This design comes from an exercise in tuning for small area, a short achievable clock period and few clock cycles per item on the open sky130 flow, not from production work. Where RTL was checked, it was by simulation tests only, not by an equivalence proof against the original.

## arctan
module arctan #
	(
		parameter integer C_S00_AXIS_TDATA_WIDTH	= 32,
		parameter integer C_M00_AXIS_TDATA_WIDTH	= 32,
    parameter integer ITERATIONS = 16
	)
	(
		input wire  s00_axis_aclk, s00_axis_aresetn,
		input wire  s00_axis_tlast, s00_axis_tvalid,
		input wire [C_S00_AXIS_TDATA_WIDTH-1 : 0] s00_axis_tdata,
		input wire [(C_S00_AXIS_TDATA_WIDTH/8)-1: 0] s00_axis_tstrb,
		output logic  s00_axis_tready,
		input wire  m00_axis_aclk, m00_axis_aresetn,
		input wire  m00_axis_tready,
		output logic  m00_axis_tvalid, m00_axis_tlast,
		output logic [C_M00_AXIS_TDATA_WIDTH-1 : 0] m00_axis_tdata,
		output logic [(C_M00_AXIS_TDATA_WIDTH/8)-1: 0] m00_axis_tstrb
	);
clock: 5.0 ns
lec_check: 0
abc_area: 1
cap_margin: 20
core_margin: 2
core_utilization: 40
cts_cluster_diameter: 70
cts_cluster_size: 40
setup_slack_margin: 2.4
slew_margin: 20
run.sh (not shown) runs the stock make flow with config.mk's settings and CLKGATE_MAP_FILE= SYNTH_SCRIPT=/design/flow/synth_recipe.tcl, a recipe that flattens the netlist after the stock synthesis.
Testbench counts at the start, summed over its fixed seeds: cycles 16,128, items 16,000.
Change:
Settings changed: ABC_AREA 1 to not set, SETUP_SLACK_MARGIN 2.4 to 2.5.
The new run ran to the end with no violations.
Via count climbs by about 0.8%.
Synthesized cell count shrinks by about 12%.
Die area drops by 0.61%.
Register-to-register slack gets worse by 370 ps.
Worst setup slack got worse by 370 ps.
Count of clock-buffer cells in the layout decreases by 11.
Change:
Settings changed: ABC_AREA set to 1, GPL_ROUTABILITY_DRIVEN set to 0.
Sequential cell count is unchanged; wire length came out lower by about 1.7%; setup slack improved by 390 ps; global-route usage came out higher by 0.30 points; critical path depth came out higher by 2.


Another version of the RTL of arctan (not shown whole).
Size: ~750 flip-flops, ~82 I/O pins, about 46,000 µm² of cells after synthesis.
make LEC_CHECK=0 ABC_AREA=1 CAP_MARGIN=20 CORE_MARGIN=2 CORE_UTILIZATION=50 CTS_CLUSTER_DIAMETER=70 CTS_CLUSTER_SIZE=40 PLACE_DENSITY=0.7 SETUP_SLACK_MARGIN=2.5 SLEW_MARGIN=20 finish   # period 5.0 ns
The baseline went through all stages and came out clean.
Testbench counts at the start, summed over its fixed seeds: cycles 16,128, items 16,000.
Change:
CORE_UTILIZATION = 40   (was 50)
CTS_CLUSTER_DIAMETER = not set   (was 70)
CTS_CLUSTER_SIZE = not set   (was 40)
PLACE_DENSITY = not set   (was 0.7)
Effect:
- sequential share of layout area came out lower by 0.69 points
- global-route usage decreases by 3.7 points
- cell area increases by 1.7%
Change:
CTS_CLUSTER_DIAMETER = 70   (was not set)
CTS_CLUSTER_SIZE = 40   (was not set)
SETUP_SLACK_MARGIN = 2.6   (was 2.5)
The new run completed with no timing, DRC or antenna violations.
Count of clock-buffer cells in the layout is lower by 47.
Global-route usage is lower by 0.32 points.
Non-clock buffer count is higher by 77.
Design area is higher by 2.3%.
Maximum frequency is higher by about 1%.
Setup slack improves by 0.025 ns.
Worst hold slack improves by 0.0059 ns.
Sequential share of layout area is lower by 0.91 points.
Change:
SETUP_SLACK_MARGIN = 2.5   (was 2.6)
Flip-flop and latch count is unchanged.
Fmax hardly moves.
Setup slack barely changes.
Utilization goes down by 1.4 points.
Design area came out lower by about 3%.
First-iteration DRC count falls by 5.6%.
Change:
CTS_CLUSTER_DIAMETER = 80   (was 70)
CTS_CLUSTER_SIZE = 35   (was 40)
After rerunning: Synthesized area does not change; wire length went down slightly; die area does not change.


arctan, a different RTL version from the one above (not shown whole).
For scale: roughly 4600 cells after synthesis, roughly 720 flip-flops, about 82 I/O pins, about 0.046 mm² of cells after synthesis.
==> flow/config.mk <==
export PLATFORM = sky130hd
export DESIGN_NAME = arctan
export DESIGN_NICKNAME = arctan
export VERILOG_FILES = /design/flow/design.v
export SDC_FILE = /design/flow/constraint.sdc
export NUM_CORES = 4
export LEC_CHECK = 0
export ABC_AREA = 1
export CAP_MARGIN = 20
export CORE_MARGIN = 2
export CORE_UTILIZATION = 40
export SETUP_SLACK_MARGIN = 2.7
export SLEW_MARGIN = 20
==> flow/constraint.sdc <==
create_clock -name core_clock -period 5.0 [get_ports {s00_axis_aclk}]
set_input_delay 1.0000 -clock core_clock [delete_from_list [all_inputs] [get_ports {s00_axis_aclk}]]
set_output_delay 1.0000 -clock core_clock [all_outputs]
set_load 0.01 [all_outputs]
The starting point completed with no timing, DRC or antenna violations.
Testbench counts at the start, summed over its fixed seeds: cycles 16,128, items 16,000.
Change:
Settings changed: CORE_UTILIZATION 40 to 55, SETUP_SLACK_MARGIN 2.7 to 2.5.
After rerunning: Design area drops by 13%; worst setup slack loses 0.028 ns; non-clock buffer count drops by 306; die area drops by 27%.
Change:
Settings changed: CORE_UTILIZATION 55 to 40.
Effect:
- cell count goes up by 6.9%
- routed wire length is about the same
- final area goes up by 0.40%
Change:
Settings changed: SETUP_SLACK_MARGIN 2.5 to 2.3.
=> The changed run produced a clean layout. First-iteration DRC count increases by 10%. Routed wire length went down by 2.3%. Hold slack improves by 0.0051 ns. Clock-buffer cell count climbs by 11. Cell count decreases by 0.84%. Synthesized area is unchanged. Die area is unchanged. Maximum frequency shrinks by 3.1%.


Setup of lane 1:
arctan, a different RTL version from the one above (not shown whole).
For scale: ~82 I/O pins.
clock: 5.0 ns
lec_check: 0
abc_area: 1
cap_margin: 20
core_margin: 2
core_utilization: 40
setup_slack_margin: 2.3
slew_margin: 20
Testbench counts of lane 1, summed over its fixed seeds: cycles 16,128, items 16,000.
Modified inputs, lane 2 compared to lane 1
--- a/flow/config.mk
+++ b/flow/config.mk
@@ -8 +7,0 @@
-export ABC_AREA = 1
@@ -12 +11,3 @@
-export SETUP_SLACK_MARGIN = 2.3
+export CTS_BUF_LIST = sky130_fd_sc_hd__clkbuf_4 sky130_fd_sc_hd__clkbuf_8
+export CTS_CLUSTER_SIZE = 40
+export SETUP_SLACK_MARGIN = 1.7
==> results.txt <==
- Lane 2 closes out successfully: all stages finished, all timing, DRC and antenna checks passed.
- Lane 2 improves on lane 1 in total wire length after detailed routing.
- Going from lane 1 to lane 2, maximum fanout count along the critical path moved up; count of TritonRoute iterations in the first routing pass moved down; die area moved down.
- End of the critical path: s13_kk[13] -> lane 2, s14_pc[2] -> lane 1
- Diff lane 1 -> lane 2 | post-CTS setup buffer count | decrease of about 38%
- Summary of lane 2 over lane 1: proportion of cell area occupied by registers saw an increase; number of antenna repair diodes saw an increase; global-route usage saw a decrease.
- Lane 2 ended up with edfxtp_1 as its leading cell type in the layout, fill and taps excluded; lane 1 ended up with nand2_1.
- Diff lane 1 -> lane 2 | post-detailed-placement half-perimeter wirelength | decrease of 11%
Relative to lane 2, the following input files were edited for lane 3:
--- a/flow/config.mk
+++ b/flow/config.mk
@@ -11,2 +10,0 @@
-export CTS_BUF_LIST = sky130_fd_sc_hd__clkbuf_4 sky130_fd_sc_hd__clkbuf_8
-export CTS_CLUSTER_SIZE = 40
## What came out
- Diff lane 2 -> lane 3: maximum clock frequency climbed 2.3 MHz; global router's overall resource usage dropped 0.31 points; number of antenna repair diodes dropped 1; cell area after technology mapping barely changed.
- Final area: lane 3 vs lane 2, no meaningful difference
- Compared with lane 2, lane 3 shows a higher worst setup slack.
- Relative to lane 2, the cell count of lane 3 is lower by 1.5%.
Input changes introduced in lane 4 (baseline for comparison: lane 3):
--- a/flow/config.mk
+++ b/flow/config.mk
@@ -7,0 +8 @@
+export ABC_AREA = 1
@@ -11 +12 @@
-export SETUP_SLACK_MARGIN = 1.7
+export SETUP_SLACK_MARGIN = 2.6
==> comparison <==
Final count of pins violating max slew came out exactly the same in lane 3 and lane 4.
Taking lane 3 as the reference, in lane 4 complex-gate fraction of the synthesized area went down 4.4 points, slack of the critical path picked up an extra 440 ps, time the worst path needs with I/O delays and setup lost 440 ps, part of the Yosys area used for sequential elements now sits lower, total global routing track utilization went up 1.5 points.
Relative to lane 4, the following input files were edited for lane 5:
--- a/flow/config.mk
+++ b/flow/config.mk
@@ -12 +12 @@
-export SETUP_SLACK_MARGIN = 2.6
+export SETUP_SLACK_MARGIN = 1.7
## What came out
Wire length (lower): lane 5
The final layout from lane 5, which completed every stage, passed the timing, DRC and antenna checks at the end of the flow.
Final worst slack, lane 4 and lane 5: lower on lane 5
Detailed-placement wirelength estimate ended up 0.91% higher on lane 5 than on lane 4.
Pin count of the biggest net entering global routing shrinks by a few percent when moving from lane 4 to lane 5.
Reported for lane 4 and lane 5, final-report setup violation count turned out identical to the last digit.
In the reports for lane 4 and lane 5, the larger clock-buffer cell count belongs to lane 5.
Looking at kind of critical path, the in -> out result is from lane 5; the reg -> reg one comes from lane 4.
Density: lane 5 sparser than lane 4
On area of the multi-input gates: between lane 4 and lane 5, it ends up lower for lane 5.


arctan, a different RTL version from the one above (not shown whole).
Size: about 3900 cells after synthesis.
## arctan
module arctan #
	(
		parameter integer C_S00_AXIS_TDATA_WIDTH	= 32,
		parameter integer C_M00_AXIS_TDATA_WIDTH	= 32,
    parameter integer ITERATIONS = 16
	)
	(
		input wire  s00_axis_aclk, s00_axis_aresetn,
		input wire  s00_axis_tlast, s00_axis_tvalid,
		input wire [C_S00_AXIS_TDATA_WIDTH-1 : 0] s00_axis_tdata,
		input wire [(C_S00_AXIS_TDATA_WIDTH/8)-1: 0] s00_axis_tstrb,
		output logic  s00_axis_tready,
		input wire  m00_axis_aclk, m00_axis_aresetn,
		input wire  m00_axis_tready,
		output logic  m00_axis_tvalid, m00_axis_tlast,
		output logic [C_M00_AXIS_TDATA_WIDTH-1 : 0] m00_axis_tdata,
		output logic [(C_M00_AXIS_TDATA_WIDTH/8)-1: 0] m00_axis_tstrb
	);
Settings: LEC_CHECK=0, CAP_MARGIN=20, CORE_MARGIN=2, CORE_UTILIZATION=50, SETUP_SLACK_MARGIN=2.3, SLEW_MARGIN=20; clock period 5.0 ns.
The baseline finished with timing, DRC and antenna clean.
Then changed:
--- a/flow/config.mk
+++ b/flow/config.mk
@@ -10,2 +10 @@
-export CORE_UTILIZATION = 50
-export SETUP_SLACK_MARGIN = 2.3
+export CORE_UTILIZATION = 40
Outcome: Cell area fell by about a fifth; synthesized area stays the same; cell count is lower by a few percent.
No functional check of the RTL was part of any run of this note.


Setup of P:
Another version of the RTL of arctan (not shown whole).
Size in the first run: about 4700 cells after synthesis, about 82 I/O pins, roughly 47000 um2 of cells after synthesis.
Settings: LEC_CHECK=0, ABC_AREA=1, CAP_MARGIN=20, CORE_MARGIN=2, CORE_UTILIZATION=40, CTS_CLUSTER_DIAMETER=40, CTS_CLUSTER_SIZE=20, SETUP_SLACK_MARGIN=2.5, SLEW_MARGIN=20; clock period 5.0 ns.
P ran to completion and came out clean on the timing, DRC and antenna checks.
Testbench counts of P, summed over its fixed seeds: cycles 16,128, items 16,000.
[inputs] Q vs P
Settings: CTS_CLUSTER_DIAMETER no longer set, was 40; CTS_CLUSTER_SIZE no longer set, was 20; SETUP_SLACK_MARGIN now 2.6, was 2.5.
==> results.txt <==
- Q: no failed stages, no open violations at the end
- Reported for Q and P, floorplan die width turned out identical to the last digit.
- Non-clock buffer count delta for Q relative to P: 33% higher
- Fraction of the cycle the final worst path needs in Q vs P: down 0.44 points
- Where maximum clock frequency is concerned, P is outperformed by Q.
- Measured against Q, the count of clock-net buffers in the final layout of P comes out at 1.20 times the reference value.


Setup of run A:
arctan, a different RTL version from the one above (not shown whole).
Size in the first run: about 710 flip-flops, ~82 I/O pins, ~0.042 mm2 of cells after synthesis.
==> flow/design.v (excerpt) <==
module arctan #
	(
		parameter integer C_S00_AXIS_TDATA_WIDTH	= 32,
		parameter integer C_M00_AXIS_TDATA_WIDTH	= 32,
    parameter integer ITERATIONS = 16
	)
	(
		input wire  s00_axis_aclk, s00_axis_aresetn,
		input wire  s00_axis_tlast, s00_axis_tvalid,
		input wire [C_S00_AXIS_TDATA_WIDTH-1 : 0] s00_axis_tdata,
		input wire [(C_S00_AXIS_TDATA_WIDTH/8)-1: 0] s00_axis_tstrb,
		output logic  s00_axis_tready,
		input wire  m00_axis_aclk, m00_axis_aresetn,
		input wire  m00_axis_tready,
		output logic  m00_axis_tvalid, m00_axis_tlast,
		output logic [C_M00_AXIS_TDATA_WIDTH-1 : 0] m00_axis_tdata,
		output logic [(C_M00_AXIS_TDATA_WIDTH/8)-1: 0] m00_axis_tstrb
	);
  logic ov;   
  wire adv = m00_axis_tready | ~ov;
  assign s00_axis_tready = adv;
  logic s0_v;
  logic [4:0] s0_side;
  logic signed [15:0] s0_x, s0_y;
  logic [1:0] s0_q;
  logic s1_v;
  logic [4:0] s1_side;
  logic signed [15:0] s1_x, s1_y;
  logic [1:0] s1_q;
  logic [0:0] s1_b;
  logic s2_v;
  logic [4:0] s2_side;
  logic signed [15:0] s2_x, s2_y;
  logic [1:0] s2_q;
  logic [1:0] s2_b;
  logic s3_v;
  logic [4:0] s3_side;
  logic signed [15:0] s3_x, s3_y;
  logic [1:0] s3_q;
  logic [2:0] s3_b;
  logic s4_v;
  logic [4:0] s4_side;
  logic signed [15:0] s4_x, s4_y;
  logic [1:0] s4_q;
  logic [3:0] s4_b;
  logic s5_v;
  logic [4:0] s5_side;
  logic signed [15:0] s5_x, s5_y;
  logic [1:0] s5_q;
  logic [4:0] s5_b;
  logic s6_v;
  logic [4:0] s6_side;
  logic signed [15:0] s6_x, s6_y;
  logic [1:0] s6_q;
  logic [5:0] s6_b;
  logic s7_v;
  logic [4:0] s7_side;
  logic signed [15:0] s7_x, s7_y;
  logic [1:0] s7_q;
  logic [6:0] s7_b;
  logic s8_v;
  logic [4:0] s8_side;
  logic signed [15:0] s8_x, s8_y;
  logic [1:0] s8_q;
  logic [7:0] s8_b;
  logic s9_v;
  logic [4:0] s9_side;
  logic signed [15:0] s9_x, s9_y;
  logic [1:0] s9_q;
  logic [8:0] s9_b;
  logic s10_v;
  logic [4:0] s10_side;
  logic signed [15:0] s10_x, s10_y;
  logic [1:0] s10_q;
  logic [9:0] s10_b;
  logic s11_v;
  logic [4:0] s11_side;
  logic signed [15:0] s11_x, s11_y;
  logic [1:0] s11_q;
  logic [10:0] s11_b;
  logic s12_v;
  logic [4:0] s12_side;
  logic signed [15:0] s12_x, s12_y;
  logic [1:0] s12_q;
  ...
Settings: LEC_CHECK=0, CAP_MARGIN=20, CORE_MARGIN=2, CORE_UTILIZATION=60, PLACE_DENSITY=0.7, SLEW_MARGIN=20; clock period 5.0 ns.
The final layout from run A, which completed every stage, passed the timing, DRC and antenna checks at the end of the flow.
### run A -> run B
Settings: changing CORE_UTILIZATION from 60 to 40; setting SETUP_SLACK_MARGIN to 1.3 for the first time; removing PLACE_DENSITY (formerly 0.7).
==> comparison <==
Compared run B vs run A, and met3 track demand over resource in global routing is down in run B. The flow did not stop early for run B: all stages ran, and the layout cleared the timing, DRC and antenna checks. The total vias in the final route reported for run B is smaller than that of run A by 682. Compared with run A, in run B mean number of vias per cell shrank by 11%, inserted tap cell count moved up, met3 routed wirelength down about 30%. Compared with run A, in run B routed wire length fell by 1600 um, detailed-router iteration count before antenna repair has decreased, final area grew by about 1.7%, total routed wire length on the met1 layer fell 4.6%. Against run A, run B comes in 9.6% higher on final standard cell count with taps included and fillers excluded.
What run C does differently from run B at the input level:
Settings: clearing SETUP_SLACK_MARGIN, which used to be 1.3.
==> results.txt <==
Area growth from synthesis to layout sits lower in run C than in run B. Wire length of the first global-routing pass delta (run C -> run B): insignificant. Final critical-path required period (lower): run B. Routed wire in run C totals less than in run B.
No functional check of the RTL was part of any run of this note.

[static timing again, ports no longer ideal]
Ports are ideal in the flow. The routed layouts listed here were re-timed in OpenROAD. Step 1 sets driving cells, clkbuf_16 on the clock port and buf_2 on the other inputs (assumed; they add their load-dependent delay and slew). Step 2 times the ports against the registers' clock, not the clock port: input delays grow and output delays shrink by t, the midpoint of the rising clock arrivals with the driver on. a / b / c = no drivers / after step 1 / after step 2; a / b = the first two.
run	t, ns	setup WS [ns]	hold slack, ns	worst data-port slew with drivers (ns)
the first run of note 1	0.746	2.480 / 2.431 / 1.931	0.388 / 0.388 / 0.388	0.05
the second run of note 1	0.712	2.108 / 2.108 / 1.896	0.398 / 0.398 / 0.398	0.06
the third run of note 1	0.751	2.494 / 2.494 / 1.994	0.381 / 0.381 / 0.381	0.05
the first run of note 2	0.683	2.471 / 2.471 / 2.045	0.414 / 0.414 / 0.414	0.05
the second run of note 2	0.722	2.553 / 2.527 / 1.933	0.364 / 0.364 / 0.364	0.04
the third run of note 2	0.746	2.578 / 2.578 / 1.966	0.370 / 0.370 / 0.370	0.04
the fourth run of note 2	0.764	2.577 / 2.520 / 1.942	0.344 / 0.344 / 0.344	0.04
the fifth run of note 2	0.723	2.550 / 2.531 / 1.940	0.418 / 0.418 / 0.418	0.04
the first run of note 3	0.718	2.457 / 2.425 / 1.991	0.396 / 0.396 / 0.396	0.04
the second run of note 3	0.685	2.429 / 2.410 / 1.996	0.412 / 0.412 / 0.412	0.04
the third run of note 3	0.715	2.449 / 2.411 / 1.902	0.403 / 0.403 / 0.403	0.04
the fourth run of note 3	0.713	2.367 / 2.298 / 1.891	0.408 / 0.408 / 0.408	0.04
lane 1	0.710	2.274 / 2.274 / 1.846	0.401 / 0.401 / 0.401	0.03
lane 2	0.855	1.729 / 1.729 / 1.295	0.400 / 0.400 / 0.400	0.04
lane 3	0.685	1.753 / 1.753 / 1.270	0.401 / 0.401 / 0.401	0.04
lane 4	0.717	2.192 / 2.192 / 2.028	0.404 / 0.404 / 0.404	0.04
lane 5	0.700	1.871 / 1.843 / 1.647	0.411 / 0.411 / 0.411	0.04
the first run of note 5	0.712	0.676 / 0.676 / 0.676	0.410 / 0.410 / 0.410	0.04
the second run of note 5	0.699	0.275 / 0.275 / 0.275	0.406 / 0.406 / 0.406	0.06
P	0.744	2.549 / 2.549 / 1.898	0.393 / 0.393 / 0.393	0.04
Q	0.721	2.571 / 2.571 / 2.031	0.405 / 0.405 / 0.405	0.04
run A	0.667	0.923 / 0.889 / 0.652	0.411 / 0.411 / 0.411	0.10
run B	0.705	1.561 / 1.505 / 0.878	0.415 / 0.415 / 0.415	0.08
run C	0.691	1.209 / 1.136 / 0.775	0.415 / 0.415 / 0.415	0.07
After both steps setup and hold are still met in every run listed. For run B, which loses most, drivers alone change the setup slack by -0.056 ns; drivers and shift together by -0.683 ns.
